Context: an optimization exercise on an open-source flow, tuned for small area. The choices shown serve that exercise and are no tape-out recipe.
At most, simulation tests tie the RTL to the original design; equivalence was not proved.
Only the layout flow was run in runs 1 and 2; the RTL was not checked for function there.
Power and IR drop assume default switching activity.

==> design.v <==
module decot(numero0, leds);
    input  [3:0] numero0;
    output [6:0] leds;
    wire [3:0] n = numero0;
    assign leds[0] = ((n[0] & ~n[1] & ~n[3]));
    assign leds[1] = ((n[1] & n[2]));
    assign leds[2] = ((~n[0] & n[1] & ~n[2] & ~n[3]));
    assign leds[3] = ((n[0] & ~n[1]));
    assign leds[4] = ~((~n[0] & ~n[2]) | (n[0] & n[1] & n[2]));
    assign leds[5] = ((n[0] & ~n[1] & ~n[2]) | (n[1] & ~n[2] & ~n[3]));
    assign leds[6] = ((~n[1] & ~n[2]));
endmodule
module separa(numero, up, passo);
    input  [15:0] numero;
    input         up;
    output [15:0] passo;
    function [4:0] tg(input [3:0] d, input up);
        begin
            tg[0] = ~((~d[1] & d[2] & ~up) | (~d[1] & d[3] & ~up) | (d[0] & d[1] & ~d[3] & up));
            tg[1] = ((~d[1] & d[2]) | (~d[1] & d[3]) | (~d[0] & ~up) | (d[0] & up));
            tg[2] = ((~d[1] & d[2] & ~up) | (~d[1] & d[3] & ~up) | (d[0] & d[1] & ~d[3] & up));
            tg[3] = ~((~d[0] & d[1]) | (~d[1] & d[2]) | (d[0] & ~d[2] & ~d[3]) | (d[1] & ~up) | (~d[1] & up));
            tg[4] = ((~d[0] & ~d[1] & ~up) | (d[0] & d[1] & d[3] & up));
        end
    endfunction
    wire [4:0] t0 = tg(numero[3:0], up), t1 = tg(numero[7:4], up);
    wire [4:0] t2 = tg(numero[11:8], up), t3 = tg(numero[15:12], up);
    wire c1 = t0[4], c2 = c1 & t1[4], c3 = c2 & t2[4];
    assign passo[3:0]   = numero[3:0]   ^ t0[3:0];
    assign passo[7:4]   = numero[7:4]   ^ (t1[3:0] & {4{c1}});
    assign passo[11:8]  = numero[11:8]  ^ (t2[3:0] & {4{c2}});
    assign passo[15:12] = numero[15:12] ^ (t3[3:0] & {4{c3}});
endmodule
module tecladinho(clk, rst, memlinha, memcoluna, num2, num);
    input clk;
    input rst;
    input [1:4] memlinha;
    output [1:4] memcoluna;
    output reg [15:0] num;
    output reg [15:0] num2;
    reg [2:0] count;
    wire scan = (count == 3'd3);
    always @(posedge clk) begin
        if (rst) count <= 3'd0;
        else     count <= count + 3'd1;
    end
    reg [1:3] col;
    assign memcoluna = {col, 1'b1};
    always @(posedge clk) begin
        if (rst)       col <= 3'b011;
        else if (scan) col <= {col[3], col[1:2]};
    end
    wire r1 = (memlinha == 4'b0111), r2 = (memlinha == 4'b1011);
    wire r3 = (memlinha == 4'b1101), r4 = (memlinha == 4'b1110);
    wire dig = r1 | r2 | r3 | (r4 & ~col[2]);
    wire [3:0] d = {r3, r2, col[1] & ~r4, col[2] & ~r4};
    wire kin = scan & dig;
    wire latch = scan & ~col[3] & r4;
    always @(posedge clk) begin
        if (rst) begin
            num  <= 16'd0;
            num2 <= 16'd0;
        end else begin
            if (kin)   num  <= {num[11:0], d};
            if (latch) num2 <= num;
        end
    end
endmodule
module main(clk, rst, enable, funcao, reset, para, filete1, filete2, filete3, filete4, membpeg, membsai, fio1, fio2, fio3, fio4);
    input clk;
    input rst;
    input funcao;
    input enable;
    input reset;
    input para;
    input [1:4] membpeg;
    output [6:0] filete1;
    output [6:0] filete2;
    output [6:0] filete3;
    output [6:0] filete4;
    output [6:0] fio1;
    output [6:0] fio2;
    output [6:0] fio3;
    output [6:0] fio4;
    output [1:4] membsai;
    localparam CONF = 2'd0, CRON = 2'd1, TEMP = 2'd2, PARAR = 2'd3;
    wire [15:0] num;    
    wire [15:0] tgt;    
    tecladinho tec(clk, rst, membpeg, membsai, tgt, num);
    reg  [1:0]  estado;
    reg         flag;     
    reg  [15:0] shown;    
    reg  [15:0] run;      
    reg  [6:0]  pulsos;   
    wire conf = (estado == CONF);
    wire cron = (estado == CRON);
    wire par  = (estado == PARAR);
    wire go   = ~conf & ~par;
    wire press = ~para & flag;
    wire up    = cron | (par & ~funcao);
    wire [15:0] x = run ^ tgt;
    wire [16:0] l;
    assign l[0] = 1'b0;
    genvar i;
    generate for (i = 0; i < 16; i = i + 1) begin : cmp
        assign l[i+1] = x[i] ? tgt[i] : l[i];
    end endgenerate
    wire ltt  = l[16];
    wire neq  = |x;
    wire nz   = |run;
    wire active = up ? neq : nz;
    localparam [6:0] P_START = 7'b0010001;
    wire tick = pulsos[6] & ~pulsos[5] & pulsos[3] & ~pulsos[2] & ~pulsos[1];
    wire [6:0] padv = tick ? P_START : {pulsos[5:0], pulsos[6] ^ pulsos[0]};
    wire stp    = tick & (up ? ltt : nz);
    wire [15:0] passo;
    separa st(run, up, passo);
    wire zsel = conf ? (enable & ~funcao) : up;
    wire [15:0] ld = zsel ? 16'd0 : tgt;
    wire [15:0] nat = stp ? passo : (~reset ? ld : run);
    always @(posedge clk) begin
        flag <= para;
        if (conf) begin
            run    <= ld;
            pulsos <= P_START;
        end else if (press) begin
            run    <= run;
            pulsos <= pulsos;
        end else if (go) begin
            run    <= nat;
            pulsos <= active ? padv : (~reset ? P_START : pulsos);
        end else begin
            run    <= ~reset ? ld : (stp ? passo : run);
            pulsos <= ~reset ? P_START : (active ? padv : pulsos);
        end
    end
    always @(posedge clk) begin
        if (rst) begin
            shown  <= 16'd0;
            estado <= CONF;
        end else begin
            if (conf)
                shown <= ld;
            else if (go)
                shown <= nat;
            else if (press)
                shown <= run;
            else if (~reset)
                shown <= ld;
            if (conf)
                estado <= enable ? (funcao ? TEMP : CRON) : CONF;
            else if (~enable)
                estado <= CONF;
            else if (go)
                estado <= press ? PARAR : estado;
            else if (~reset | press)
                estado <= funcao ? TEMP : CRON;
        end
    end
    decot dig0(shown[3:0],   filete1);
    decot dig1(shown[7:4],   filete2);
    decot dig2(shown[11:8],  filete3);
    decot dig3(shown[15:12], filete4);
    decot dois0(num[3:0],   fio1);
    decot dois1(num[7:4],   fio2);
    decot dois2(num[11:8],  fio3);
    decot dois3(num[15:12], fio4);
endmodule
==> run.sh <==
#!/bin/bash
# synth_recipe.tcl (not shown) runs the flow's synth.tcl, then flattens the netlist and writes it again
# the make line also repeats each setting of config.mk as NAME=value (left out here)
make -C /OpenROAD-flow-scripts/flow DESIGN_CONFIG=/design/flow/config.mk WORK_HOME=/design/flow/orfs CLKGATE_MAP_FILE= SYNTH_SCRIPT=/design/flow/synth_recipe.tcl finish
==> config.mk <==
export PLATFORM = sky130hd
export DESIGN_NAME = main
export DESIGN_NICKNAME = main
export VERILOG_FILES = /design/flow/design.v
export SDC_FILE = /design/flow/constraint.sdc
export NUM_CORES = 4
export LEC_CHECK = 0
export ABC_AREA = 1
export CAP_MARGIN = 20
export CORE_MARGIN = 2
export CORE_UTILIZATION = 40
export SLEW_MARGIN = 20
==> constraint.sdc <==
create_clock -name core_clock -period 13.0 [get_ports {clk}]
set_input_delay 2.6000 -clock core_clock [delete_from_list [all_inputs] [get_ports {clk}]]
set_output_delay 2.6000 -clock core_clock [all_outputs]
set_load 0.01 [all_outputs]
==> results of run 1 <==
[how the worst max path moves through the flow]
| stage | depth (start not counted) | end |
|---|---|---|
| finish | 7 | run[7] |
| detailed placement | 6 | shown[5] |
| CTS | 6 | shown[5] |
| global placement | 6 | shown[14] |
| global route | 7 | run[7] |
| floorplan | 12 | run[0] |
[per-stage QoR]
step / setup slack, ps / area [um2] / hold WS, ps
final: 7433 / 6703 / 425.1
after global routing: 7187 / 6703 / 476.4
after CTS: 7185 / 6691 / 426.0
after detailed placement: 6821 / 6414 / 412.0
after global placement: 6954 / 6414 / 412.9
after floorplan: 7805 / 5710 / 399.2
[final cells by class]
| cell class | count | area (um2) |
|---|---|---|
| fillers | 1423 | 7232 |
| multi-input cells | 660 | 3186 |
| flip-flops and latches | 80 | 1762 |
| clock inverters | 2 | 13.76 |
| repair buffers | 75 | 737.0 |
| well taps | 180 | 225.2 |
| inverters | 136 | 515.5 |
| clock buffers | 14 | 264.0 |
[power by group through the flow]
stage                     registers (mW)  logic (mW)  clock network, mW
final                              0.304       0.255              0.241
after global routing               0.307       0.286              0.256
after CTS                          0.303       0.252              0.245
after detailed placement           0.308       0.250                  0
after global placement             0.309       0.253                  0
after floorplan                    0.293       0.195                  0
[registers in the layout, indices dropped and copies added, names as in the netlist]
name       count
run           16
shown         16
tec.num2      16
tec.num       16
pulsos         7
tec.col        3
tec.count      3
estado         2
flag           1
[routing by layer]
layer | share of wire, % | up-vias | wire [um]
met5 | 0 | - | 0
met1 | 45 | 2663 | 7816
met2 | 44 | 216 | 7487
met4 | 4.4 | 0 | 753
met3 | 6.7 | 56 | 1150
li1 | - | 3052 | -
[cell usage after synthesis, drive strengths merged]
| master | count | area, um2 |
|---|---|---|
| dlygate4sd3 | 1 | 10.01 |
| o21ai | 92 | 460.4 |
| clkinv | 5 | 23.77 |
| nand4 | 8 | 50.05 |
| nor3b | 1 | 7.510 |
| a21oi | 76 | 414.2 |
| o22ai | 13 | 95.09 |
| nor2 | 88 | 330.3 |
| a221oi | 1 | 8.760 |
| nand2 | 262 | 1003 |
| buf | 13 | 106.3 |
| a22oi | 2 | 15.01 |
| or2 | 3 | 18.77 |
| edfxtp | 16 | 480.5 |
| nand3 | 53 | 325.3 |
| and3 | 1 | 6.260 |
| nor4 | 2 | 12.51 |
| o31ai | 1 | 7.510 |
| o211ai | 19 | 142.6 |
| ha | 6 | 75.07 |
| nand3b | 2 | 15.01 |
| clkbuf | 27 | 131.4 |
| xnor2 | 1 | 8.760 |
| inv | 131 | 491.7 |
| conb | 1 | 3.750 |
| dfxtp | 64 | 1281 |
| a211oi | 3 | 22.52 |
| xor2 | 10 | 87.58 |
| nor3 | 15 | 75.07 |
[logic make-up (layout without fill, tap and decap cells)]
kind of cell	Yosys count	in the layout	share of synthesized area, %
simple gates	435	435	32.30
compound gates	207	207	20.42
xor+xnor	11	11	1.687
flops	80	80	30.85
other cells	1	1	0.06567
buf+inv	177	227	13.37
fa+ha+maj	6	6	1.315
[critical path, cell delays in order]
cell and delay [ps]:
clkdlybuf4s50_1 840, clkinv_1 660, nor2_1 490, clkinv_1 390, a21oi_1 250, o21ai_1 130, buf_4 270
==> summary.txt, run 1 <==
Peak supply drop: 0.07115 mV
Starting Density: 40.98%
reg2reg setup slack: 9880 ps
CTS resizes: 0
cell-internal power: 0.5049 mW
Clock transition at path regs: 60 ps
Setup Viol. Count Final: 0
max-slew violation count: 0
area of the die: 0.01525 mm2
num ports: 70
FP Rows: 43
Layout Nets: 978
syn avg cell area: 6.227 um2
R2R depth: 13
syn_nets: 933
Die Height: 123.5 um
post-DP HPWL: 12.39 mm
GR Util All Layers: 23.70%
#FFs+latches synth: 80
end of the worst hold path: tec.count[0]
vias in the first global route: 5394
Slew headroom: 38.66%
grt peak-use layer: met2
Port Buf Inserts: 68
net load switching power: 0.2957 mW
pwr/cell area: 119.4 mW/mm2
Worst Path Max Fanout: 26
met1 GRT Util: 32.11%
M3 GR Usage: 4.151%
WL per Instance: 15.00 um
met2 Use GR: 36.74%
Post-CTS Setup Inserts: 0
Switching Fraction: 36.93%
initial antenna violation count: 0
Comb pwr share: 31.9%
drt first-iter violations: 628
Clk Latency, worst-skew pair: 350 ps
number of instances in the placed design: 1130
CP startpoint kind: input port
n_diodes: 0
layout cell share with drive strength beyond 1: 5.998%
Post-Layout Cell Count: 1147
routability cong.: 0.9393
pin count of the biggest net entering global routing: 49
clock power share: 30.2%
router iterations before antenna repair: 6
Layout area overhead: 17.38%
Critical path origin: reset
WP data arrival: 5650 ps
launching point of the worst reg2reg path: estado[0]
# hold bufs at CTS: 0
first-pass GRT wire length: 27.94 mm
class of the most critical setup path: in2reg
Fmax: 179.6 MHz
final hold viol count: 0
CTS sink count: 80
commonest non-fill, non-tap cells in the layout: nand2_1, inv_1, o21ai_0, nor2_1, clkdlybuf4s50_1
core area: 0.01393 mm2
reg2reg end: run[9]
setup_tns: 0 ps
Post-Syn Area: 0.005710 mm2
gr ovfl total: 0
CTS tree: yes
Clock Skews: 9.842 ps
distinct cell type count after synthesis: 42
Setup crit end kind: register
Syn. warnings: 3
Core Util, Final: 48.10%
final WL: 17.21 mm
WP data required: 13080 ps
register area share after synthesis: 30.85%
worst slew pin tran: 916.7 ps
Cells after Synth: 917
Antenna Nets Post-Route: 0
hold crit path type: reg2reg
LEAKAGE: 3.019 nW
Vias per Instance: 5.220
CTS H-tree lvls: 3
Hold Startpoint: tec.count[0]
Residual DRC: 0
Hold Path Depth: 1
CTS root buffer: clkbuf_16
status: timing/DRC/antenna clean
die width: 123.5 um
vias: 5987
most common cell after layout, fill and taps aside: nand2_1
Final Cycle Share: 42.82%
number of buffers created by CTS: 9
Flop pwr share: 38.0%
RSZ-0062 raised after global routing: no
overall power: 0.8005 mW
max_cap viols: 0
clock tree buffer depth: 2
min Tclk post-route: 5567 ps
==> inputs of run 2 (changes only) <==
==> flow/run.sh (new file) <==
#!/bin/bash
# The standard layout (standard.sh, ORFS), with three settings changed through
# the environment: ports buffered with the smallest buffer, clock tree without
# dummy loads, and power recovery (downsizing off the critical paths) after global
# routing. make's full output goes to standard.log; each ORFS step logs under orfs/logs.
export BUFFER_PORTS_ARGS="-buffer_cell sky130_fd_sc_hd__buf_1"
export CTS_ARGS="-sink_clustering_enable -repair_clock_nets -dont_use_dummy_load -buf_list sky130_fd_sc_hd__clkbuf_8"
export RECOVER_POWER=100
bash standard.sh > standard.log 2>&1
==> standard.sh (new file) <==
#!/bin/bash
# synth_recipe.tcl (not shown) runs the flow's synth.tcl, then flattens the netlist and writes it again
# the make line also repeats each setting of config.mk as NAME=value (left out here)
make -C /OpenROAD-flow-scripts/flow DESIGN_CONFIG=/design/flow/config.mk WORK_HOME=/design/flow/orfs CLKGATE_MAP_FILE= SYNTH_SCRIPT=/design/flow/synth_recipe.tcl "${@:-finish}"
removed: run.sh
==> summary.txt, run 2 <==
CP max stage cell: clkinv_1
Worst Path Max Fanout: 26 (unchanged)
Hold Path Depth: 1 (unchanged)
status: failed layout checks
reg2reg setup slack: 9000 ps (-880 ps)
most common cell after layout, fill and taps aside: nand2_1
drt first-iter violations: 500 (-20%)
Syn. warnings: 3 (unchanged)
ys flop type: dfxtp_1
Async SR Flop Fraction: 0% (unchanged)
most frequent cells after synthesis: nand2_1, inv_1, o21ai_0
GR Util All Layers: 22.37% (-1.3 points)
end of the worst hold path: tec.count[0]
worst-path cell chain: buf_1 > clkbuf_1 > clkinv_1 > nor2_1 > clkinv_1 > a21oi_1 > o21ai_0 > clkbuf_1
clock tree buffer depth: 2 (unchanged)
final instance area: 0.006055 mm2 (-9.7%)
CTS sink count: 80 (unchanged)
setup_tns: 0 ps (unchanged)
Vias per Instance: 5.199 (-0.39%)
Clock Skews: 25.91 ps (+16.07 ps)
CTS tree: yes
#FFs+latches synth: 80 (unchanged)
reg2reg end: run[0]
CTS root buffer: clkbuf_8
cell taking the most area after synthesis: dfxtp_1
Setup Viol. Count Final: 0 (unchanged)
Post-synth EDFFs: 16 (unchanged)
Post-Syn Area: 0.005710 mm2 (unchanged)
commonest non-fill, non-tap cells in the layout: nand2_1, inv_1, o21ai_0
launching point of the worst reg2reg path: estado[1]
Die Height: 123.5 um (unchanged)
WL per Instance: 14.67 um (-2.2%)
Cell Area, Placed: 0.005998 mm2 (-6.5%)
Clk Latency, worst-skew pair: 360 ps (about the same)
CP startpoint kind: input port
Synth area leaders: dfxtp_1, nand2_1, edfxtp_1
Hold Startpoint: tec.count[0]
Core Util, Final: 43.45% (-4.7 points)
Setup crit end kind: register
pin count of the biggest net entering global routing: 48 (-2.0%)
post-synth top area share: 22.44% (unchanged)
class of the most critical setup path: in2reg
area of the die: 0.01525 mm2 (unchanged)
Fmax: 170.7 MHz (-5.0%)
first-pass GRT wire length: 26.67 mm (-4.5%)
Layout Nets: 978 (unchanged)
Crit path max-delay family: buffers and inverters
count leader, synth: nand2_1
number of buffers created by CTS: 9 (unchanged)
RSZ-0062 raised after global routing: no
Setup WS post-layout: 7142 ps (-290.8 ps)
layout check failures: max-capacitance violations, max-slew violations
FP Rows: 43 (unchanged)
hold crit path type: reg2reg
die width: 123.5 um (unchanged)
register area share after synthesis: 30.85% (unchanged)
Peak supply drop: 0.03902 mV (-45%)
syn_nets: 933 (unchanged)
CTS resizes: 0 (unchanged)
R2R depth: 13 (unchanged)
Layout area overhead: 6.025%
initial antenna violation count: 0 (unchanged)
WP data required: 12920 ps (-160 ps)
min Tclk post-route: 5858 ps (+290.8 ps)
final hold viol count: 0 (unchanged)
syn avg cell area: 6.227 um2 (unchanged)
vias: 5927 (-1.0%)
# hold bufs at CTS: 0 (unchanged)
gr ovfl total: 0 (unchanged)
pre-CTS WS: 7526 ps (+705.3 ps)
post-DP HPWL: 12.06 mm (-2.7%)
LEAKAGE: 2.764 nW (-8.4%)
worst slew pin tran: 1676 ps (+758.9 ps)
WP data arrival: 5770 ps (+120 ps)
Final Cycle Share: 45.06% (+2.2 points)
final WL: 16.73 mm (-2.8%)
routability cong.: 0.9715 (+3.4%)
router iterations before antenna repair: 5 (-1)
CTS H-tree lvls: 3 (unchanged)
Post-CTS Setup Inserts: 0 (unchanged)
Residual DRC: 0 (unchanged)
vias in the first global route: 5257 (-2.5%)
Antenna Nets Post-Route: 0 (unchanged)
Starting Density: 40.98% (unchanged)
layout cell share with drive strength beyond 1: 3.958% (-2.0 points)
distinct cell type count after synthesis: 42 (unchanged)
crit path buf inv count: 5 (+1)
max-slew violation count: 48 (+48)
n_diodes: 0 (unchanged)
core area: 0.01393 mm2 (unchanged)
CP peak stage delay: 740 ps (-100 ps)
num ports: 70 (unchanged)
Cells after Synth: 917 (unchanged)
Slew headroom: -11.70% (-50 points)
pwr/cell area: 113.3 mW/mm2 (-5.2%)
Clock transition at path regs: 60 ps (about the same)
max_cap viols: 1 (+1)
Port Buf Inserts: 68 (unchanged)
[run 2: cell families (layout without fill, tap and decap cells)]
| kind of cell | Yosys count | after routing | share of synthesized area (%) |
|---|---|---|---|
| compound gates | 207 | 207 | 20.42 |
| fa+ha+maj | 6 | 6 | 1.315 |
| xor+xnor | 11 | 11 | 1.687 |
| other cells | 1 | 1 | 0.06567 |
| buf+inv | 177 | 220 | 13.37 |
| simple gates | 435 | 435 | 32.30 |
| flops | 80 | 80 | 30.85 |
[run 2: through the flow]
step	hold slack (ps)	power, mW	instances
after detailed placement	418.4	0.5445	1131
after CTS	427.3	0.6884	1140
after floorplan	399.2	0.4876	917
final	423.6	0.6858	1140
after global routing	465.9	0.7307	1140
after global placement	413.4	0.5464	1131
[run 2: metal layers]
metal  global-route usage [%]  part of all wire (%)
met1                    28.95                    46
met4                    10.44                   4.1
met3                    2.952                   4.8
met2                    36.85                    45
met5                        0                     0
[run 2: layout make-up]
class / instances / area (um2)
fillers: 1530 / 7880
well taps: 180 / 225.2
clock buffers: 9 / 123.9
repair buffers: 75 / 296.5
flip-flops and latches: 80 / 1762
multi-input cells: 660 / 3132
inverters: 136 / 515.5
[run 2: power breakdown]
| part | total (mW) | internal [mW] | switching, mW |
|---|---|---|---|
| Clock | 0.144 | 0.0620 | 0.0824 |
| Combinational | 0.237 | 0.0756 | 0.162 |
| Sequential | 0.304 | 0.274 | 0.0302 |
[run 2: worst reg2reg max path: stages, from the launching register on]
cell and delay, ps:
dfxtp_1 310, inv_1 110, ha_1 150, inv_1 40, nand2_1 390, inv_1 350, nand2_1 240, nor2_1 60
nand4_1 130, o211ai_1 100, inv_1 550, a21oi_1 140, o21ai_0 160, clkbuf_1 870
[run 2: how the worst max path moves through the flow]
| stage | startpoint | end | slack, ps | depth (start not counted) |
|---|---|---|---|---|
| floorplan | funcao | run[0] | 7810 | 12 |
| global placement | reset | shown[14] | 7680 | 7 |
| detailed placement | reset | shown[12] | 7530 | 7 |
| CTS | reset | shown[12] | 7900 | 7 |
| global route | reset | run[0] | 6790 | 8 |
| finish | reset | run[0] | 7140 | 8 |
==> inputs of run 3 (changes only) <==
--- a/design.v
+++ b/design.v
@@ -26,10 +26,7 @@
     wire [4:0] t0 = tg(numero[3:0], up), t1 = tg(numero[7:4], up);
     wire [4:0] t2 = tg(numero[11:8], up), t3 = tg(numero[15:12], up);
     wire c1 = t0[4], c2 = c1 & t1[4], c3 = c2 & t2[4];
-    assign passo[3:0]   = numero[3:0]   ^ t0[3:0];
-    assign passo[7:4]   = numero[7:4]   ^ (t1[3:0] & {4{c1}});
-    assign passo[11:8]  = numero[11:8]  ^ (t2[3:0] & {4{c2}});
-    assign passo[15:12] = numero[15:12] ^ (t3[3:0] & {4{c3}});
+    assign passo = numero ^ {t3[3:0] & {4{c3}}, t2[3:0] & {4{c2}}, t1[3:0] & {4{c1}}, t0[3:0]};
 endmodule
 module tecladinho(clk, rst, memlinha, memcoluna, num2, num);
     input clk;
@@ -54,16 +51,13 @@
     wire r3 = (memlinha == 4'b1101), r4 = (memlinha == 4'b1110);
     wire dig = r1 | r2 | r3 | (r4 & ~col[2]);
     wire [3:0] d = {r3, r2, col[1] & ~r4, col[2] & ~r4};
-    wire kin = scan & dig;
-    wire latch = scan & ~col[3] & r4;
+    wire kin   = ~rst & scan & dig;
+    wire latch = ~rst & scan & ~col[3] & r4;
+    wire hnum  = ~rst & ~kin;
+    wire htgt  = ~rst & ~latch;
     always @(posedge clk) begin
-        if (rst) begin
-            num  <= 16'd0;
-            num2 <= 16'd0;
-        end else begin
-            if (kin)   num  <= {num[11:0], d};
-            if (latch) num2 <= num;
-        end
+        num  <= ({16{kin}} & {num[11:0], d}) | ({16{hnum}} & num);
+        num2 <= ({16{latch}} & num) | ({16{htgt}} & num2);
     end
 endmodule
 module main(clk, rst, enable, funcao, reset, para, filete1, filete2, filete3, filete4, membpeg, membsai, fio1, fio2, fio3, fio4);
@@ -111,51 +105,40 @@
     wire active = up ? neq : nz;
     localparam [6:0] P_START = 7'b0010001;
     wire tick = pulsos[6] & ~pulsos[5] & pulsos[3] & ~pulsos[2] & ~pulsos[1];
-    wire [6:0] padv = tick ? P_START : {pulsos[5:0], pulsos[6] ^ pulsos[0]};
-    wire stp    = tick & (up ? ltt : nz);
+    wire stp  = tick & (up ? ltt : nz);
     wire [15:0] passo;
     separa st(run, up, passo);
     wire zsel = conf ? (enable & ~funcao) : up;
-    wire [15:0] ld = zsel ? 16'd0 : tgt;
-    wire [15:0] nat = stp ? passo : (~reset ? ld : run);
+    wire hp  = ~conf & press;             
+    wire rL  = conf | (~hp & ~reset & (par | ~stp));
+    wire rP  = ~conf & ~press & stp & (go | reset);
+    wire rR  = ~rL & ~rP;
+    wire sL  = ~rst & (conf | (~reset & (par ? ~press : ~stp)));
+    wire sP  = ~rst & go & stp;
+    wire sR  = ~rst & ((go & ~stp & reset) | (par & press));
+    wire sH  = ~rst & par & ~press & reset;
+    wire pA  = ~hp & ~conf & active & (go | reset);
+    wire pS  = conf | (~hp & ~reset & (par | ~active)) | (pA & tick);
+    wire pV  = pA & ~tick;
+    wire pH  = ~pS & ~pA;
+    wire [6:0] pshift = {pulsos[5:0], pulsos[6] ^ pulsos[0]};
     always @(posedge clk) begin
-        flag <= para;
-        if (conf) begin
-            run    <= ld;
-            pulsos <= P_START;
-        end else if (press) begin
-            run    <= run;
-            pulsos <= pulsos;
-        end else if (go) begin
-            run    <= nat;
-            pulsos <= active ? padv : (~reset ? P_START : pulsos);
-        end else begin
-            run    <= ~reset ? ld : (stp ? passo : run);
-            pulsos <= ~reset ? P_START : (active ? padv : pulsos);
-        end
+        flag   <= para;
+        run    <= ({16{rL & ~zsel}} & tgt) | ({16{rP}} & passo) | ({16{rR}} & run);
+        shown  <= ({16{sL & ~zsel}} & tgt) | ({16{sP}} & passo) | ({16{sR}} & run) | ({16{sH}} & shown);
+        pulsos <= ({7{pS}} & P_START) | ({7{pV}} & pshift) | ({7{pH}} & pulsos);
     end
     always @(posedge clk) begin
-        if (rst) begin
-            shown  <= 16'd0;
+        if (rst)
             estado <= CONF;
-        end else begin
-            if (conf)
-                shown <= ld;
-            else if (go)
-                shown <= nat;
-            else if (press)
-                shown <= run;
-            else if (~reset)
-                shown <= ld;
-            if (conf)
-                estado <= enable ? (funcao ? TEMP : CRON) : CONF;
-            else if (~enable)
-                estado <= CONF;
-            else if (go)
-                estado <= press ? PARAR : estado;
-            else if (~reset | press)
-                estado <= funcao ? TEMP : CRON;
-        end
+        else if (conf)
+            estado <= enable ? (funcao ? TEMP : CRON) : CONF;
+        else if (~enable)
+            estado <= CONF;
+        else if (go)
+            estado <= press ? PARAR : estado;
+        else if (~reset | press)
+            estado <= funcao ? TEMP : CRON;
     end
     decot dig0(shown[3:0],   filete1);
     decot dig1(shown[7:4],   filete2);
==> run.sh (new file) <==
#!/bin/bash
# synth_recipe.tcl (not shown) runs the flow's synth.tcl, then flattens the netlist and writes it again
# the make line also repeats each setting of config.mk as NAME=value (left out here)
make -C /OpenROAD-flow-scripts/flow DESIGN_CONFIG=/design/flow/config.mk WORK_HOME=/design/flow/orfs CLKGATE_MAP_FILE= SYNTH_SCRIPT=/design/flow/synth_recipe.tcl finish
removed: flow/run.sh
removed: standard.sh
==> summary.txt, run 3 <==
status: timing/DRC/antenna clean
cell-internal power: 0.4497 mW (+9.3%)
#FFs+latches synth: 80 (unchanged)
CTS H-tree lvls: 3 (unchanged)
LEAKAGE: 2.593 nW (-6.2%)
Port Buf Inserts: 68 (unchanged)
register area share after synthesis: 32.23% (+1.4 points)
Post-synth EDFFs: 0 (-16)
layout cell share with drive strength beyond 1: 9.125% (+5.2 points)
Die Height: 115.5 um (-6.5%)
Vias per Instance: 5.137 (-1.2%)
Layout area overhead: 21.55%
most frequent cells after synthesis: nand2_1, inv_1, dfxtp_1, nand3_1, nor2_1
RSZ-0062 raised after global routing: no
router iterations before antenna repair: 5 (unchanged)
n_diodes: 0 (unchanged)
Residual DRC: 0 (unchanged)
Flop pwr share: 42.2% (-2.1 points)
WP data arrival: 5580 ps (-190 ps)
cell taking the most area after synthesis: dfxtp_1
grt peak-use layer: met2
vias: 4973 (-16%)
Setup WS post-layout: 7710 ps (+567.6 ps)
Clk Latency, worst-skew pair: 340 ps (-20 ps)
min Tclk post-route: 5290 ps (-567.6 ps)
CTS root buffer: clkbuf_16
Layout Nets: 811 (-17%)
net load switching power: 0.1400 mW (-49%)
Clock Skews: 6.342 ps (-19.57 ps)
first-pass GRT wire length: 23.05 mm (-14%)
pin count of the biggest net entering global routing: 24 (-50%)
CTS sink count: 80 (unchanged)
CTS tree: yes
number of buffers created by CTS: 9 (unchanged)
hold crit path type: reg2reg
pwr/cell area: 97.62 mW/mm2 (-14%)
distinct cell type count after synthesis: 41 (-2.4%)
Core Util, Final: 50.08% (+6.6 points)
syn_nets: 763 (-18%)
Setup Viol. Count Final: 0 (unchanged)
CP startpoint kind: input port
Post-Layout Cell Count: 968 (-15%)
Post-Syn Area: 0.004970 mm2 (-13%)
most common cell after layout, fill and taps aside: nand2_1
number of instances in the placed design: 952 (-16%)
final instance area: 0.006041 mm2 (-0.23%)
count leader, synth: nand2_1
ys flop type: dfxtp_1
Async SR Flop Fraction: 0% (unchanged)
setup_tns: 0 ps (unchanged)
num ports: 70 (unchanged)
commonest non-fill, non-tap cells in the layout: nand2_1, inv_1, nand3_1, dfxtp_1, nor2_1
Starting Density: 41.20% (+0.22 points)
pre-CTS WS: 7387 ps (-139.0 ps)
Fmax: 189.0 MHz (+11%)
Switching Fraction: 23.73% (-16 points)
gr ovfl total: 0 (unchanged)
class of the most critical setup path: in2reg
final WL: 13.39 mm (-20%)
Antenna Nets Post-Route: 0 (unchanged)
Cell Area, Placed: 0.005697 mm2 (-5.0%)
met2 Use GR: 33.68% (-3.2 points)
WP data required: 13280 ps (+360 ps)
clock tree buffer depth: 2 (unchanged)
core area: 0.01206 mm2 (-13%)
worst slew pin tran: 1028 ps (-647.4 ps)
Post-CTS Setup Inserts: 0 (unchanged)
FP Rows: 40 (-7.0%)
met1 GRT Util: 29.09% (+0.14 points)
Setup crit end kind: register
Cells after Synth: 747 (-19%)
post-synth top area share: 32.23% (+9.8 points)
syn avg cell area: 6.653 um2 (+6.8%)
vias in the first global route: 4869 (-7.4%)
max_cap viols: 0 (-1)
GR Util All Layers: 21.35% (-1.0 points)
final hold viol count: 0 (unchanged)
overall power: 0.5897 mW (-14%)
Clock transition at path regs: 60 ps (about the same)
die width: 115.5 um (-6.5%)
Synth area leaders: dfxtp_1, nand2_1, inv_1
WL per Instance: 13.83 um (-5.7%)
routability cong.: 0.9802 (+0.90%)
Comb pwr share: 8.1% (-27 points)
CTS resizes: 0 (unchanged)
Worst Path Max Fanout: 19 (-27%)
# hold bufs at CTS: 0 (unchanged)
Peak supply drop: 0.06533 mV (+67%)
Final Cycle Share: 40.69% (-4.4 points)
Syn. warnings: 3 (unchanged)
M3 GR Usage: 4.079% (+1.1 points)
area of the die: 0.01333 mm2 (-13%)
Hold WS: 418.3 ps (-5.269 ps)
Slew headroom: 31.46% (+43 points)
post-DP HPWL: 10.11 mm (-16%)
clock power share: 49.7% (+29 points)
initial antenna violation count: 0 (unchanged)
drt first-iter violations: 265 (-47%)
max-slew violation count: 0 (-100%)
run 3: final cells by class:
cell class              count  area, um2
fillers                  1260       6021
multi-input cells         499       2674
flip-flops and latches     80       1602
repair buffers             71      703.2
inverters                 134      508.0
clock buffers               9      225.2
well taps                 168      210.2
clock inverters             7      118.9
run 3: cells by family (layout without fill, tap and decap cells):
| logic type | count (synthesis) | in the layout | share of synthesized area, % |
|---|---|---|---|
| flip-flops | 80 | 80 | 32.23 |
| adder cells (fa/ha/maj) | 6 | 6 | 1.511 |
| AO/OA/AOI/OAI | 107 | 107 | 12.81 |
| XOR/XNOR | 14 | 14 | 2.467 |
| other | 1 | 1 | 0.07546 |
| AND/OR/NAND/NOR | 371 | 371 | 36.81 |
| buffers and inverters | 168 | 221 | 14.10 |
run 3: per-layer routing:
layer,wire (um),vias to the layer above
met5,0,-
met2,5895,168
met1,6390,2236
met4,246,0
li1,-,2545
met3,854,24
run 3: path summary, 6_finish.rpt:
path / start / to / slack [ps] / depth (start not counted)
hold reg to reg: tec.count[0] / tec.count[0] / 420 / 1
setup reg to reg: estado[0] / shown[2] / 9560 / 9
hold / removal: tec.count[0] / tec.count[0] / 420 / 1
setup / recovery: funcao / shown[2] / 7710 / 9
run 3: power by group through the flow:
stage / logic, mW / clock network [mW] / registers [mW]
finish: 0.0479 / 0.293 / 0.249
CTS: 0.0475 / 0.296 / 0.249
detailed placement: 0.0474 / 0 / 0.254
floorplan: 0.0363 / 0 / 0.254
global placement: 0.0465 / 0 / 0.254
global route: 0.0534 / 0.306 / 0.249
run 3: worst max-delay path, cell delays in order:
cell	delay, ps
clkdlybuf4s50_1	510
inv_2	60
a21oi_4	290
inv_4	160
a21oi_2	840
inv_2	30
nor2_1	790
nand3_1	180
nand3_1	110
==> inputs of run 4 (changes only) <==
==> flow/run.sh (new file) <==
#!/bin/bash
# The standard layout (standard.sh, ORFS) with two settings changed through
# the environment: ports buffered with the smallest buffer, and a clock tree of
# clkbuf_8 without dummy loads. make's full output goes to standard.log; each
# ORFS step writes its own log under orfs/logs.
export BUFFER_PORTS_ARGS="-buffer_cell sky130_fd_sc_hd__buf_1"
export CTS_ARGS="-sink_clustering_enable -repair_clock_nets -dont_use_dummy_load -buf_list sky130_fd_sc_hd__clkbuf_8"
bash standard.sh > standard.log 2>&1
==> standard.sh (new file) <==
#!/bin/bash
# synth_recipe.tcl (not shown) runs the flow's synth.tcl, then flattens the netlist and writes it again
# the make line also repeats each setting of config.mk as NAME=value (left out here)
make -C /OpenROAD-flow-scripts/flow DESIGN_CONFIG=/design/flow/config.mk WORK_HOME=/design/flow/orfs CLKGATE_MAP_FILE= SYNTH_SCRIPT=/design/flow/synth_recipe.tcl "${@:-finish}"
--- a/config.mk
+++ b/config.mk
@@ -5,7 +5,7 @@
 export SDC_FILE = /design/flow/constraint.sdc
 export NUM_CORES = 4
 export LEC_CHECK = 0
-export ABC_AREA = 1
+export ABC_AREA = 0
 export CAP_MARGIN = 20
 export CORE_MARGIN = 2
 export CORE_UTILIZATION = 40
removed: run.sh
==> summary.txt, run 4 <==
status: timing/DRC/antenna clean
post-synth top area share: 32.05% (-0.18 points)
Setup WS post-layout: 7898 ps (+188.7 ps)
Post-Syn Area: 0.004997 mm2 (+0.55%)
worst slew pin tran: 1113 ps (+85.18 ps)
WP data arrival: 5400 ps (-180 ps)
Residual DRC: 0 (unchanged)
min Tclk post-route: 5102 ps (-188.7 ps)
vias in the first global route: 4536 (-6.8%)
CTS root buffer: clkbuf_8
Setup crit end kind: register
pin count of the biggest net entering global routing: 47 (+96%)
syn_nets: 654 (-14%)
Worst Path Max Fanout: 15 (-4)
distinct cell type count after synthesis: 68 (+66%)
WL per Instance: 16.22 um (+17%)
Clock transition at path regs: 90 ps (+30 ps)
Cells after Synth: 638 (-15%)
Clk Latency, worst-skew pair: 380 ps (+40 ps)
CTS tree: yes
most frequent cells after synthesis: dfxtp_1, nand2_1, nor2_1
Post-synth EDFFs: 0 (unchanged)
pwr/cell area: 80.98 mW/mm2 (-17%)
CP startpoint kind: input port
number of cells on the critical path: 7 (-2)
FP Rows: 40 (unchanged)
Vias per Instance: 5.793 (+13%)
Fmax: 196.0 MHz (+3.7%)
layout cell share with drive strength beyond 1: 4.315% (-4.8 points)
RSZ-0062 raised after global routing: no
worst-path cell chain: buf_1 > nand2b_2 > nand2_1 > o2111a_1 > or3_1 > nor3b_4 > a221o_1
Starting Density: 41.26% (+0.057 points)
initial antenna violation count: 0 (unchanged)
number of buffers created by CTS: 9 (unchanged)
router iterations before antenna repair: 5 (unchanged)
CTS H-tree lvls: 3 (unchanged)
register area share after synthesis: 32.05% (-0.18 points)
Hold Path Depth: 1 (unchanged)
setup_tns: 0 ps (unchanged)
final WL: 13.63 mm (+1.8%)
R2R depth: 7 (-2)
Post-CTS Setup Inserts: 0 (unchanged)
routability cong.: 0.9295 (-5.2%)
hold crit path type: reg2reg
Setup Viol. Count Final: 0 (unchanged)
CP max stage cell: nor3b_4
CTS resizes: 0 (unchanged)
vias: 4866 (-2.2%)
CP peak stage delay: 810 ps (-30 ps)
LEAKAGE: 1.910 nW (-26%)
CTS sink count: 80 (unchanged)
Layout Nets: 690 (-15%)
Synth area leaders: dfxtp_1, a221o_1, nand2b_1
Peak supply drop: 0.04093 mV (-37%)
Clock Skews: 27.83 ps (+21.48 ps)
area of the die: 0.01340 mm2 (+0.54%)
Port Buf Inserts: 68 (unchanged)
die width: 115.8 um (+0.27%)
Crit path max-delay family: simple AND/OR/NAND/NOR gates
Antenna Nets Post-Route: 0 (unchanged)
Syn. warnings: 3 (unchanged)
gr ovfl total: 0 (unchanged)
post-DP HPWL: 9.505 mm (-6.0%)
register area: 0.001602 mm2 (unchanged)
num ports: 70 (unchanged)
Final Cycle Share: 39.24% (-1.5 points)
clock tree buffer depth: 2 (unchanged)
n_diodes: 0 (unchanged)
Layout area overhead: 8.638%
WP data required: 13300 ps (+20 ps)
crit path buf inv count: 1 (-3)
syn avg cell area: 7.833 um2 (+18%)
max-slew violation count: 0 (unchanged)
drt first-iter violations: 267 (+0.75%)
area of the multi-input gates: 0.003050 mm2 (+14%)
first-pass GRT wire length: 22.54 mm (-2.2%)
Async SR Flop Fraction: 0% (unchanged)
GR Util All Layers: 21.32% (-0.029 points)
count leader, synth: dfxtp_1
pre-CTS WS: 7601 ps (+213.1 ps)
fillers: 1278 (+1.4%)
# hold bufs at CTS: 0 (unchanged)
final hold viol count: 0 (unchanged)
#FFs+latches synth: 80 (unchanged)
commonest non-fill, non-tap cells in the layout: dfxtp_1, buf_1, nand2_1
Die Height: 115.8 um (+0.27%)
most common cell after layout, fill and taps aside: dfxtp_1
class of the most critical setup path: in2reg
cell taking the most area after synthesis: dfxtp_1
ys flop type: dfxtp_1
Slew headroom: 25.78% (-5.7 points)
core area: 0.01211 mm2 (+0.41%)
max_cap viols: 0 (unchanged)
-- run 4: cell types whose count changed after synthesis, sizes merged, moves of 14 or more --
| cell | before | now |
|---|---|---|
| nor2 | 80 | 47 |
| nor2b | 0 | 17 |
| xor2 | 14 | 0 |
| clkbuf | 16 | 32 |
| nand2 | 142 | 59 |
| nand3b | 1 | 17 |
| nand4 | 34 | 6 |
| inv | 134 | 39 |
| a22o | 0 | 18 |
| nand3 | 102 | 9 |
| a221o | 0 | 32 |
| nand2b | 0 | 39 |
| o22ai | 34 | 7 |
| nor3 | 6 | 20 |
-- run 4: per-layer routing --
metal  track usage (%)  up-vias  routed length, um
li1                  -     2393                  -
met1             28.49     2286               6411
met2             32.90      150               6071
met3             4.132       37                745
met4             10.71        0                397
met5                 0        -                  0
-- run 4: area by class of cell --
cell class              count  share of cell area, %
repair buffers             73                  5.393
inverters                  40                  2.766
flip-flops and latches     80                  29.50
well taps                 168                  3.872
multi-input cells         470                  56.19
clock buffers               9                  2.282
-- run 4: final timing paths --
| kind | startpoint | end | slack, ps |
|---|---|---|---|
| max | funcao | shown[3] | 7900 |
| min | tec.count[0] | tec.count[0] | 430 |
| min reg2reg | tec.count[0] | tec.count[0] | 430 |
| max reg2reg | estado[0] | shown[3] | 9660 |
-- run 4: cells by family (layout without fill, tap and decap cells) --
| group | after synthesis | count (layout) | share of synthesized area, % |
|---|---|---|---|
| buf+inv | 88 | 122 | 7.386 |
| mux | 2 | 2 | 0.6510 |
| xor+xnor | 8 | 8 | 1.402 |
| compound gates | 189 | 189 | 28.14 |
| flops | 80 | 80 | 32.05 |
| other cells | 1 | 1 | 0.07504 |
| fa+ha+maj | 9 | 9 | 2.103 |
| simple gates | 261 | 261 | 28.19 |
-- run 4: through the flow --
step	area, um2	power [mW]	utilization (%)	hold slack (ps)	cells
final	5429	0.4396	44.82	428.8	840
after global routing	5429	0.4598	44.82	464.7	840
after CTS	5429	0.4440	44.82	430.8	840
after detailed placement	5305	0.3029	43.80	416.7	831
after global placement	5288	0.3012	43.66	399.4	831
after floorplan	4997	0.2900	-	389.6	638
-- run 4: power by group --
group | internal (mW) | leakage, nW | switching [mW] | total, mW
clock | 0.0618 | 0.0647 | 0.0799 | 0.142
combinational | 0.0162 | 1.20 | 0.0332 | 0.0495
sequential | 0.247 | 0.646 | 0.00149 | 0.249
total | 0.325 | 1.91 | 0.115 | 0.440
==> inputs of run 5 (changes only) <==
--- a/config.mk
+++ b/config.mk
@@ -5,7 +5,7 @@
 export SDC_FILE = /design/flow/constraint.sdc
 export NUM_CORES = 4
 export LEC_CHECK = 0
-export ABC_AREA = 0
+export ABC_AREA = 1
 export CAP_MARGIN = 20
 export CORE_MARGIN = 2
 export CORE_UTILIZATION = 40
==> summary.txt, run 5 <==
status: timing/DRC/antenna clean
XOR/XNOR share of the synthesized area: 2.467% (+1.1 points)
Cell Area, Placed: 0.005271 mm2 (-0.64%)
Slew headroom: 28.37% (+2.6 points)
RSZ-0062 raised after global routing: no
simple-gate share of the synthesized area: 36.81% (+8.6 points)
max-slew violation count: 0 (unchanged)
ys flop type: dfxtp_1
Async SR Flop Fraction: 0% (unchanged)
Fmax: 199.7 MHz (+1.9%)
n_diodes: 0 (unchanged)
hold crit path type: reg2reg
fillers: 1267 (-0.86%)
CTS sink count: 80 (unchanged)
FP Rows: 40 (unchanged)
Syn. warnings: 3 (unchanged)
Worst Path Max Fanout: 19 (+4)
Post-Syn Area: 0.004970 mm2 (-0.55%)
core area: 0.01206 mm2 (-0.41%)
Residual DRC: 0 (unchanged)
overall power: 0.4348 mW (-1.1%)
num ports: 70 (unchanged)
Final Cycle Share: 38.53% (-0.72 points)
gr ovfl total: 0 (unchanged)
Clock Skews: 21.35 ps (-6.471 ps)
cell taking the most area after synthesis: dfxtp_1
CTS tree: yes
Setup crit end kind: register
Hold WS: 423.1 ps (-5.641 ps)
router iterations before antenna repair: 7 (+2)
drt first-iter violations: 294 (+10%)
pre-CTS WS: 7723 ps (+122.5 ps)
die width: 115.5 um (-0.27%)
post-DP HPWL: 10.11 mm (+6.4%)
syn_nets: 763 (+17%)
CP peak stage delay: 860 ps (+50 ps)
Core Util, Final: 44.73% (-0.094 points)
commonest non-fill, non-tap cells in the layout: nand2_1, inv_1, nand3_1, dfxtp_1, nor2_1
WP data arrival: 5270 ps (-130 ps)
most common cell after layout, fill and taps aside: nand2_1
setup_tns: 0 ps (unchanged)
clock tree buffer depth: 2 (unchanged)
vias: 4883 (+0.35%)
min Tclk post-route: 5008 ps (-93.20 ps)
post-synth top area share: 32.23% (+0.18 points)
Antenna Nets Post-Route: 0 (unchanged)
number of buffers created by CTS: 9 (unchanged)
class of the most critical setup path: in2reg
number of instances in the placed design: 952 (+15%)
area of the die: 0.01333 mm2 (-0.53%)
final instance area: 0.005395 mm2 (-0.62%)
CTS H-tree lvls: 3 (unchanged)
#FFs+latches synth: 80 (unchanged)
worst slew pin tran: 1070 ps (-42.87 ps)
Starting Density: 41.20% (-0.057 points)
compound-gate portion of the synthesized area: 12.81% (-15 points)
LEAKAGE: 2.330 nW (+22%)
Setup Viol. Count Final: 0 (unchanged)
GR Util All Layers: 19.71% (-1.6 points)
Post-synth EDFFs: 0 (unchanged)
WP data required: 13270 ps (-30 ps)
pin count of the biggest net entering global routing: 24 (-49%)
Cells after Synth: 747 (+17%)
final WL: 12.99 mm (-4.7%)
Vias per Instance: 5.081 (-12%)
Clk Latency, worst-skew pair: 350 ps (-30 ps)
routability cong.: 0.9171 (-1.3%)
CTS root buffer: clkbuf_8
final hold viol count: 0 (unchanged)
Hold Startpoint: tec.count[0]
distinct cell type count after synthesis: 41 (-40%)
CTS resizes: 0 (unchanged)
CP max stage cell: a21oi_2
first-pass GRT wire length: 21.29 mm (-5.5%)
largest family of logic cells by synthesized area: simple AND/OR/NAND/NOR gates
Layout area overhead: 8.560% (about the same)
Post-CTS Setup Inserts: 0 (unchanged)
CP startpoint kind: input port
# hold bufs at CTS: 0 (unchanged)
pwr/cell area: 80.59 mW/mm2 (-0.48%)
Setup WS post-layout: 7992 ps (+93.20 ps)
count leader, synth: nand2_1
WL per Instance: 13.52 um (-17%)
Post-Layout Cell Count: 961 (+14%)
worst-path cell chain: buf_1 > inv_2 > a21oi_4 > inv_4 > a21oi_2 > inv_2 > nor2_1 > nand3_1 > nand3_1
multiplexer area fraction after synthesis: 0% (-0.65 points)
Critical path origin: funcao
Layout Nets: 811 (+18%)
syn avg cell area: 6.653 um2 (-15%)
most frequent cells after synthesis: nand2_1, inv_1, dfxtp_1, nand3_1, nor2_1
Post-Synth Adder-Cell Area: 1.511% (-0.59 points)
Peak supply drop: 0.03582 mV (-12%)
initial antenna violation count: 0 (unchanged)
launching point of the worst reg2reg path: estado[0]
Port Buf Inserts: 68 (unchanged)
Die Height: 115.5 um (-0.27%)
Clock transition at path regs: 90 ps (about the same)
vias in the first global route: 4455 (-1.8%)
register area share after synthesis: 32.23% (+0.18 points)
max_cap viols: 0 (unchanged)
layout cell share with drive strength beyond 1: 8.323% (+4.0 points)
Synth area leaders: dfxtp_1, nand2_1, inv_1
==> run 5: changes by cell type after synthesis, sizes merged, moves of 14 or more <==
cell	previous run	this run
a221o	32	0
a22o	18	0
clkbuf	32	16
inv	39	134
nand2	59	142
nand2b	39	0
nand3	9	102
nand3b	17	1
nand4	6	34
nor2	47	80
nor2b	17	0
nor3	20	6
o22ai	7	34
xor2	0	14
==> run 5: kinds of logic after synthesis <==
logic type,after synthesis
AND/OR/NAND/NOR,371
AO/OA/AOI/OAI,107
other,1
adder cells (fa/ha/maj),6
buffers and inverters,168
flip-flops,80
XOR/XNOR,14
==> run 5: path summary, 6_finish.rpt <==
kind                                     end  slack (ps)  cells after the start
worst min register to register  tec.count[0]         420                      1
worst max register to register      shown[6]        9500                      9
worst min-delay path            tec.count[0]         420                      1
worst max-delay path                shown[6]        7990                      9
==> run 5: final cells by class <==
type	count	area [um2]	area share [%]
Timing Repair Buffer	71	277.8	5.148
Sequential cell	80	1602	29.68
Multi-Input combinational cell	499	2674	49.56
Inverter	134	508.0	9.416
Clock buffer	9	123.9	2.296
Tap cell	168	210.2	3.896
==> run 5: layer usage <==
metal | part of all wire, % | routed length [um] | GRT usage [%] | vias up
li1 | - | - | - | 2530
met1 | 50 | 6465 | 28.16 | 2192
met2 | 43 | 5650 | 30.72 | 153
met3 | 5.9 | 760 | 3.086 | 8
met4 | 0.88 | 114 | 5.863 | 0
met5 | 0 | 0 | 0 | -
==> run 5: worst max-delay path: cells and delay by family <==
family	cells	cell delay, ps
compound gates	2	1150
buf+inv	4	410
simple gates	3	1120
==> run 5: power by group <==
| group | total (mW) | leakage (nW) | switching (mW) | internal [mW] |
|---|---|---|---|---|
| logic | 0.0452 | 1.62 | 0.0333 | 0.0119 |
| clock network | 0.141 | 0.0647 | 0.0792 | 0.0620 |
| registers | 0.248 | 0.646 | 0.00133 | 0.247 |
| total | 0.435 | 2.33 | 0.114 | 0.321 |
==> inputs of run 6 (changes only) <==
==> flow/run.sh (replaced) <==
#!/bin/bash
# The standard layout (standard.sh, ORFS) with these changes, made through
# the environment:
#  - after floorplan, the combinational logic is resynthesised for area with
#    OpenROAD's restructure (flow/restructure.tcl; ABC's log in rmp/abc.log);
#  - ports are buffered with the smallest buffer;
#  - the clock tree uses clkbuf_8 and no dummy loads.
# make's full output goes to standard.log; each ORFS step writes its own log
# under orfs/logs.
export POST_FLOORPLAN_TCL="$PWD/flow/restructure.tcl"
export FLOW_RMP_DIR="$PWD/rmp"
export BUFFER_PORTS_ARGS="-buffer_cell sky130_fd_sc_hd__buf_1"
export CTS_ARGS="-sink_clustering_enable -repair_clock_nets -dont_use_dummy_load -buf_list sky130_fd_sc_hd__clkbuf_8"
bash standard.sh > standard.log 2>&1
==> flow/restructure.tcl (new file) <==
# Sourced by ORFS at the end of floorplan (POST_FLOORPLAN_TCL): area-oriented
# resynthesis of the combinational logic between the registers (OpenROAD's
# restructure, which runs ABC). Registers, ports and the clock are untouched.
set tielo [join $::env(TIELO_CELL_AND_PORT) /]
set tiehi [join $::env(TIEHI_CELL_AND_PORT) /]
file mkdir $::env(FLOW_RMP_DIR)
report_design_area
restructure -target area -liberty_file [lindex $::env(LIB_FILES) 0] \
  -tielo_port $tielo -tiehi_port $tiehi \
  -work_dir $::env(FLOW_RMP_DIR) -abc_logfile $::env(FLOW_RMP_DIR)/abc.log
report_design_area
==> summary.txt, run 6 <==
Layout Nets: 615 (-24%)
max_cap viols: 0 (unchanged)
Setup Viol. Count Final: 0 (unchanged)
syn avg cell area: 6.653 um2 (unchanged)
Die Height: 115.5 um (unchanged)
CTS root buffer: clkbuf_8
Core Util, Final: 38.37% (-6.4 points)
die width: 115.5 um (unchanged)
Antenna Nets Post-Route: 0 (unchanged)
met2 Use GR: 28.38% (-2.3 points)
Clock transition at path regs: 70 ps (-20 ps)
post-DP HPWL: 9.029 mm (-11%)
most common cell after layout, fill and taps aside: clkinv_1
fillers: 1269 (+0.16%)
vias in the first global route: 3837 (-14%)
most frequent cells after synthesis: nand2_1, inv_1, dfxtp_1, nand3_1, nor2_1
setup_tns: 0 ps (unchanged)
Starting Density: 41.20% (unchanged)
FP Rows: 40 (unchanged)
CP startpoint kind: input port
Fmax: 180.8 MHz (-9.4%)
Post-Syn Area: 0.004970 mm2 (unchanged)
syn_nets: 763 (unchanged)
register area share after synthesis: 32.23% (unchanged)
class of the most critical setup path: in2reg
max-slew violation count: 0 (unchanged)
Clk Latency, worst-skew pair: 350 ps (about the same)
Post-CTS Setup Inserts: 0 (unchanged)
CTS tree: yes
WP data arrival: 5810 ps (+540 ps)
pin count of the biggest net entering global routing: 33 (+38%)
commonest non-fill, non-tap cells in the layout: clkinv_1, nor2_1, dfxtp_1
n_diodes: 0 (unchanged)
router iterations before antenna repair: 8 (+1)
cell taking the most area after synthesis: dfxtp_1
worst slew pin tran: 1061 ps (-9.884 ps)
pwr/cell area: 92.82 mW/mm2 (+15%)
CTS sink count: 80 (unchanged)
initial antenna violation count: 0 (unchanged)
met1 GRT Util: 24.61% (-3.5 points)
Port Buf Inserts: 68 (unchanged)
drt first-iter violations: 471 (+60%)
core area: 0.01206 mm2 (unchanged)
ys flop type: dfxtp_1
Peak supply drop: 0.04533 mV (+27%)
final hold viol count: 0 (unchanged)
hold crit path type: reg2reg
number of buffers created by CTS: 9 (unchanged)
first-pass GRT wire length: 19.12 mm (-10%)
Layout area overhead: -6.873%
distinct cell type count after synthesis: 41 (unchanged)
WP data required: 13280 ps (about the same)
GR Util All Layers: 17.90% (-1.8 points)
Clock Skews: 25.36 ps (+4.001 ps)
Worst Path Max Fanout: 17 (-2)
CTS resizes: 0 (unchanged)
Final Cycle Share: 42.54% (+4.0 points)
num ports: 70 (unchanged)
Residual DRC: 0 (unchanged)
CTS H-tree lvls: 3 (unchanged)
routability cong.: 0.9135 (-0.39%)
Hold WS: 441.1 ps (+18.01 ps)
WL per Instance: 15.35 um (+14%)
post-synth top area share: 32.23% (unchanged)
worst-path cell chain: buf_1 > clkinv_1 > o21ai_0 > buf_4 > clkinv_1 > nor3_1 > nand4_1 > o211ai_1 > nor2_1 > o21a_1 > nor2_1 > buf_6 > a222oi_1 > clkinv_1
CP max stage cell: nor2_1
area of the die: 0.01333 mm2 (unchanged)
M3 GR Usage: 3.086% (unchanged)
Slew headroom: 28.77% (+0.39 points)
Cells after Synth: 747 (unchanged)
clock tree buffer depth: 2 (unchanged)
count leader, synth: nand2_1
Syn. warnings: 3 (unchanged)
# hold bufs at CTS: 0 (unchanged)
LEAKAGE: 1.503 nW (-35%)
#FFs+latches synth: 80 (unchanged)
vias: 4276 (-12%)
RSZ-0062 raised after global routing: no
layout cell share with drive strength beyond 1: 2.488% (-5.8 points)
Async SR Flop Fraction: 0% (unchanged)
CP peak stage delay: 660 ps (-200 ps)
Most common cell on crit path: clkinv_1
gr ovfl total: 0 (unchanged)
min Tclk post-route: 5530 ps (+521.5 ps)
Post-synth EDFFs: 0 (unchanged)
Vias per Instance: 5.546 (+9.1%)
grt peak-use layer: met2
Setup crit end kind: register
final WL: 11.83 mm (-8.9%)
status: timing/DRC/antenna clean
Synth area leaders: dfxtp_1, nand2_1, inv_1
[run 6: routing by layer]
layer / vias up / share of wire [%]
met5: - / 0
met4: 0 / 1.3
met3: 15 / 7.9
met2: 199 / 45
met1: 1963 / 46
li1: 2099 / -
[run 6: kinds of logic (layout without fill, tap and decap cells)]
logic type,Yosys count,in the layout,share of synthesized area (%)
simple gates,371,148,36.81
other cells,1,2,0.07546
fa+ha+maj,6,0,1.511
xor+xnor,14,7,2.467
flops,80,80,32.23
compound gates,107,176,12.81
buf+inv,168,190,14.10
[run 6: cell type report]
class / instances / area (um2) / share of cell area, %
multi-input combinational: 333 / 1987 / 42.93
tap: 168 / 210.2 / 4.542
clock buffer: 9 / 123.9 / 2.676
timing repair buffer: 73 / 300.3 / 6.488
sequential: 80 / 1602 / 34.60
inverter: 108 / 405.4 / 8.759
[run 6: report_power, final]
group	internal (mW)	leakage (nW)	switching [mW]	total (mW)
logic	0.0123	0.792	0.0281	0.0404
registers	0.247	0.646	0.00124	0.248
clock network	0.0619	0.0647	0.0788	0.141
total	0.321	1.50	0.108	0.430
[run 6: critical path, delay by kind of cell]
family / cells / cell delay (ps)
buf+inv: 6 / 1050
compound gates: 4 / 870
simple gates: 4 / 1290
[run 6: stage by stage]
step	setup slack, ps	cell area [um2]	total power [mW]	instances
global route	7239	4628	0.4469	771
CTS	7561	4628	0.4339	771
finish	7470	4628	0.4296	771
floorplan	8956	4970	0.2904	747
detailed placement	7202	4504	0.2936	762
global placement	7084	4482	0.2912	760
[run 6: path summary, 6_finish.rpt]
| kind | from | endpoint | slack [ps] | cells after the start |
|---|---|---|---|---|
| min | tec.count[0] | tec.count[0] | 440 | 1 |
| min reg2reg | tec.count[0] | tec.count[0] | 440 | 1 |
| max reg2reg | run[1] | run[4] | 9060 | 22 |
| max | funcao | run[4] | 7470 | 14 |
==> inputs of run 7 (changes only) <==
--- a/design.v
+++ b/design.v
@@ -41,11 +41,12 @@
         if (rst) count <= 3'd0;
         else     count <= count + 3'd1;
     end
-    reg [1:3] col;
+    reg [1:0] c;
+    wire [1:3] col = {c[1] | c[0], ~c[0], ~c[1]};
     assign memcoluna = {col, 1'b1};
     always @(posedge clk) begin
-        if (rst)       col <= 3'b011;
-        else if (scan) col <= {col[3], col[1:2]};
+        if (rst)       c <= 2'd0;
+        else if (scan) c <= {c[0], ~c[0] & ~c[1]};
     end
     wire r1 = (memlinha == 4'b0111), r2 = (memlinha == 4'b1011);
     wire r3 = (memlinha == 4'b1101), r4 = (memlinha == 4'b1110);
==> flow/run.sh (replaced) <==
#!/bin/bash
# The standard layout (standard.sh, ORFS) with these changes, made through
# the environment:
#  - after floorplan, the combinational logic is resynthesised for area with
#    OpenROAD's restructure (flow/restructure.tcl; ABC's log in rmp/abc.log);
#  - ports are buffered with the smallest buffer;
#  - the clock tree uses a clkbuf_8 root, clkbuf_4 buffers below it and no
#    dummy loads.
# make's full output goes to standard.log; each ORFS step writes its own log
# under orfs/logs.
export POST_FLOORPLAN_TCL="$PWD/flow/restructure.tcl"
export FLOW_RMP_DIR="$PWD/rmp"
export BUFFER_PORTS_ARGS="-buffer_cell sky130_fd_sc_hd__buf_1"
export CTS_ARGS="-sink_clustering_enable -repair_clock_nets -dont_use_dummy_load -root_buf sky130_fd_sc_hd__clkbuf_8 -tree_buf sky130_fd_sc_hd__clkbuf_4 -buf_list sky130_fd_sc_hd__clkbuf_4"
bash standard.sh > standard.log 2>&1
==> flow/restructure.tcl (replaced) <==
# Sourced by ORFS at the end of floorplan (POST_FLOORPLAN_TCL): area-oriented
# resynthesis (two passes) of the combinational logic between the registers
# (OpenROAD's restructure, which runs ABC). Registers, ports and the clock are
# untouched. A later pass can delete a tie cell that drives an output port
# directly (it sees a constant output), so such tie cells are put back.

# output ports driven directly by a tie cell: {net pin master}
proc my_port_ties {} {
  set res {}
  foreach bt [[ord::get_db_block] getBTerms] {
    if {[$bt getIoType] ne "OUTPUT"} { continue }
    set net [$bt getNet]
    if {$net eq "NULL"} { continue }
    foreach it [$net getITerms] {
      set m [[$it getInst] getMaster]
      if {[string match *conb* [$m getName]]} {
        lappend res [list [$net getName] [[$it getMTerm] getName] [$m getName]]
      }
    }
  }
  return $res
}

# give a tie cell back to each such port that lost its driver
proc my_restore_ties {ties} {
  set block [ord::get_db_block]
  set db [ord::get_db]
  foreach t $ties {
    lassign $t netname pin mname
    set net [$block findNet $netname]
    set driven 0
    foreach it [$net getITerms] {
      if {[$it isOutputSignal]} { set driven 1 }
    }
    if {$driven} { continue }
    set i 0
    while {[$block findInst my_tie_$i] ne "NULL"} { incr i }
    set inst [odb::dbInst_create $block [$db findMaster $mname] my_tie_$i]
    [$inst findITerm $pin] connect $net
    puts "restored tie cell $mname/$pin on $netname"
  }
}

set tielo [join $::env(TIELO_CELL_AND_PORT) /]
set tiehi [join $::env(TIEHI_CELL_AND_PORT) /]
file mkdir $::env(FLOW_RMP_DIR)
report_design_area
set ties {}
foreach pass {1 2} {
  restructure -target area -liberty_file [lindex $::env(LIB_FILES) 0] \
    -tielo_port $tielo -tiehi_port $tiehi \
    -work_dir $::env(FLOW_RMP_DIR) -abc_logfile $::env(FLOW_RMP_DIR)/abc$pass.log
  my_restore_ties $ties
  set ties [my_port_ties]
  report_design_area
}
--- a/config.mk
+++ b/config.mk
@@ -8,5 +8,5 @@
 export ABC_AREA = 1
 export CAP_MARGIN = 20
 export CORE_MARGIN = 2
-export CORE_UTILIZATION = 40
+export CORE_UTILIZATION = 60
 export SLEW_MARGIN = 20
==> summary.txt, run 7 <==
status: timing/DRC/antenna clean
Post-Synth Adder-Cell Area: 1.533% (+0.022 points)
area of the die: 0.008901 mm2 (-33%)
multiplexer area fraction after synthesis: 0% (unchanged)
Final Cycle Share: 39.80% (-2.7 points)
Setup WS post-layout: 7826 ps (+355.9 ps)
final WL: 11.18 mm (-5.5%)
pin count of the biggest net entering global routing: 18 (-45%)
CP startpoint kind: input port
clock tree buffer depth: 2 (unchanged)
Starting Density: 62.72% (+22 points)
CTS tree: yes
Post-synth EDFFs: 0 (unchanged)
pwr/cell area: 95.66 mW/mm2 (+3.1%)
most common cell after layout, fill and taps aside: clkinv_1
router iterations before antenna repair: 9 (+1)
Clk Latency, worst-skew pair: 350 ps (about the same)
gr ovfl total: 0 (unchanged)
Residual DRC: 0 (unchanged)
n_diodes: 0 (unchanged)
R2R depth: 19 (-14%)
Die Height: 94.35 um (-18%)
wl on met1: 5.164 mm (-5.3%)
setup_tns: 0 ps (unchanged)
#FFs+latches synth: 79 (-1.3%)
CTS root buffer: clkbuf_8
WP data arrival: 5400 ps (-410 ps)
Clock transition at path regs: 70 ps (about the same)
met3 WL: 685 um (-27%)
CTS H-tree lvls: 3 (unchanged)
Clock Skews: 13.76 ps (-11.60 ps)
num ports: 70 (unchanged)
commonest non-fill, non-tap cells in the layout: clkinv_1, dfxtp_1, nor2_1
GR Util All Layers: 25.77% (+7.9 points)
Post-Syn Area: 0.004897 mm2 (-1.5%)
WL per Instance: 16.44 um (+7.1%)
Slew headroom: 28.17% (-0.60 points)
WP data required: 13220 ps (-60 ps)
Vias per Instance: 6.215 (+12%)
RSZ-0062 raised after global routing: no
CTS resizes: 0 (unchanged)
CTS sink count: 79 (-1.3%)
Antenna Nets Post-Route: 0 (unchanged)
post-synth top area share: 32.29% (+0.069 points)
LEAKAGE: 1.467 nW (-2.4%)
Synth area leaders: dfxtp_1, nand2_1, inv_1
Async SR Flop Fraction: 0% (unchanged)
initial antenna violation count: 0 (unchanged)
Peak supply drop: 0.05145 mV (+14%)
number of buffers created by CTS: 9 (unchanged)
worst slew pin tran: 1069 ps (+8.869 ps)
min Tclk post-route: 5174 ps (-355.9 ps)
XOR/XNOR share of the synthesized area: 3.219% (+0.75 points)
post-DP HPWL: 8.162 mm (-9.6%)
Setup crit end kind: register
max-slew violation count: 0 (unchanged)
most frequent cells after synthesis: nand2_1, inv_1, nand3_1
Setup Viol. Count Final: 0 (unchanged)
Worst Path Max Fanout: 14 (-3)
drt first-iter violations: 321 (-32%)
simple-gate share of the synthesized area: 35.21% (-1.6 points)
Post-CTS Setup Inserts: 0 (unchanged)
uppermost routed layer: met4
Layout area overhead: -9.351%
vias: 4226 (-1.2%)
vias in the first global route: 3778 (-1.5%)
Syn. warnings: 3 (unchanged)
class of the most critical setup path: in2reg
pre-CTS WS: 7347 ps (+145.3 ps)
syn_nets: 764 (+0.13%)
largest family of logic cells by synthesized area: simple AND/OR/NAND/NOR gates
Cells after Synth: 748 (+0.13%)
ys flop type: dfxtp_1
hold crit path type: reg2reg
distinct cell type count after synthesis: 40 (-2.4%)
Layout Nets: 590 (-4.1%)
routability cong.: 0.8877 (-2.8%)
metal2 WL: 5.033 mm (-4.7%)
# hold bufs at CTS: 0 (unchanged)
Fmax: 193.3 MHz (+6.9%)
final hold viol count: 0 (unchanged)
FP Rows: 32 (-20%)
first-pass GRT wire length: 18.11 mm (-5.3%)
layout cell share with drive strength beyond 1: 2.595% (+0.11 points)
syn avg cell area: 6.547 um2 (-1.6%)
core area: 0.007807 mm2 (-35%)
Hold Path Depth: 1 (unchanged)
cell taking the most area after synthesis: dfxtp_1
count leader, synth: nand2_1
compound-gate portion of the synthesized area: 13.00% (+0.19 points)
max_cap viols: 0 (unchanged)
Port Buf Inserts: 68 (unchanged)
die width: 94.35 um (-18%)
register area share after synthesis: 32.29% (+0.069 points)
==> run 7: cell types whose count changed after synthesis, moves of 3 or more <==
cell | previous run | this run
buf_4 | 3 | 6
a21oi_1 | 15 | 12
nand2_1 | 132 | 138
inv_1 | 119 | 129
nand3_1 | 80 | 91
nor2_1 | 79 | 71
nand3_2 | 20 | 10
inv_2 | 13 | 6
o211ai_1 | 4 | 0
==> run 7: power by group <==
group / switching [mW] / leakage, nW / internal (mW)
combinational: 0.0278 / 0.764 / 0.0118
sequential: 0.00110 / 0.638 / 0.244
clock: 0.0783 / 0.0647 / 0.0619
==> run 7: cells by family after synthesis <==
kind of cell | Yosys count
adders and majority gates | 6
xor gates and xnor gates | 18
and+or+nand+nor | 366
AOI/OAI and AO/OA | 104
other | 1
buffers and inverters | 174
DFF | 79
==> run 7: worst paths after layout <==
check | end | start | slack [ps]
setup / recovery | run[15] | funcao | 7830
hold reg to reg | tec.count[0] | tec.count[0] | 440
hold / removal | tec.count[0] | tec.count[0] | 440
setup reg to reg | run[11] | tec.num2[3] | 9370
==> run 7: layout make-up <==
class	instances	area (um2)
Fill cell	791	3368
Clock buffer	9	123.9
Tap cell	102	127.6
Sequential cell	79	1582
Multi-Input combinational cell	312	1934
Inverter	109	409.1
Timing Repair Buffer	69	262.8
==> run 7: critical path, cell delays in order <==
cell      delay [ps]
buf_1            140
clkinv_1          90
o21ai_0          140
buf_4            230
nor3_1            90
a21boi_0         490
clkinv_1         190
o21ai_0          140
o21bai_1         260
or3_1            270
nor2_1            80
o21ai_0           80
o22ai_1          120
a222oi_1         330
clkinv_1         110
==> run 7: metal layers <==
layer / track usage [%] / up-vias
li1: - / 2037
met1: 35.34 / 1986
met2: 40.54 / 176
met3: 3.352 / 27
met5: 0 / -
met4: 11.71 / 0
==> run 7: stage by stage <==
| step | total power [mW] | util [%] | hold slack [ps] | area, um2 | std cells |
|---|---|---|---|---|---|
| 5_1_grt | 0.4420 | 56.86 | 484.9 | 4439 | 680 |
| 4_1_cts | 0.4263 | 56.76 | 449.2 | 4432 | 680 |
| 3_3_place_gp | 0.2880 | 55.13 | 420.9 | 4304 | 671 |
| 6_report | 0.4246 | 56.86 | 440.5 | 4439 | 680 |
| 2_1_floorplan | 0.2844 | - | 389.6 | 4897 | 748 |
| 3_5_place_dp | 0.2889 | 55.18 | 430.6 | 4308 | 671 |

## port drivers added, routing unchanged
The flow's constraints put no driver on any port. The routed layouts listed below were extracted and timed again, unchanged, in two steps. Step 1 assumes that a clkbuf_16 drives the clock port and a buf_2 every other input. Step 2, shift: input delay + t, output delay - t, t = (earliest + latest rising clock arrival at the registers) / 2. This alone moves slack from input paths to output paths. a / b / c = ideal ports / drivers / drivers and shift; a / b = the first two.
run	shift t [ns]	slack for setup (ns)	latest minus earliest clock arrival (ns)	slew at the worst register clock pin (ns)	worst slew at a driven data input, ns
run 1	0.387	7.433 / 7.455 / 7.068	0.010 / 0.010	0.06 / 0.06	0.03
run 2	0.388	7.142 / 7.156 / 6.769	0.028 / 0.027	0.09 / 0.09	0.03
run 3	0.379	7.710 / 7.721 / 7.343	0.006 / 0.007	0.06 / 0.06	0.03
run 4	0.403	7.898 / 7.900 / 7.497	0.027 / 0.027	0.09 / 0.09	0.04
run 5	0.366	7.992 / 7.994 / 7.628	0.022 / 0.022	0.09 / 0.09	0.03
run 6	0.366	7.470 / 7.478 / 7.112	0.026 / 0.025	0.08 / 0.08	0.03
run 7	0.373	7.826 / 7.836 / 7.463	0.014 / 0.014	0.08 / 0.08	0.03
The setup slack of run 4, which loses most, moves by +0.002 ns with the drivers and by -0.401 ns with both steps.
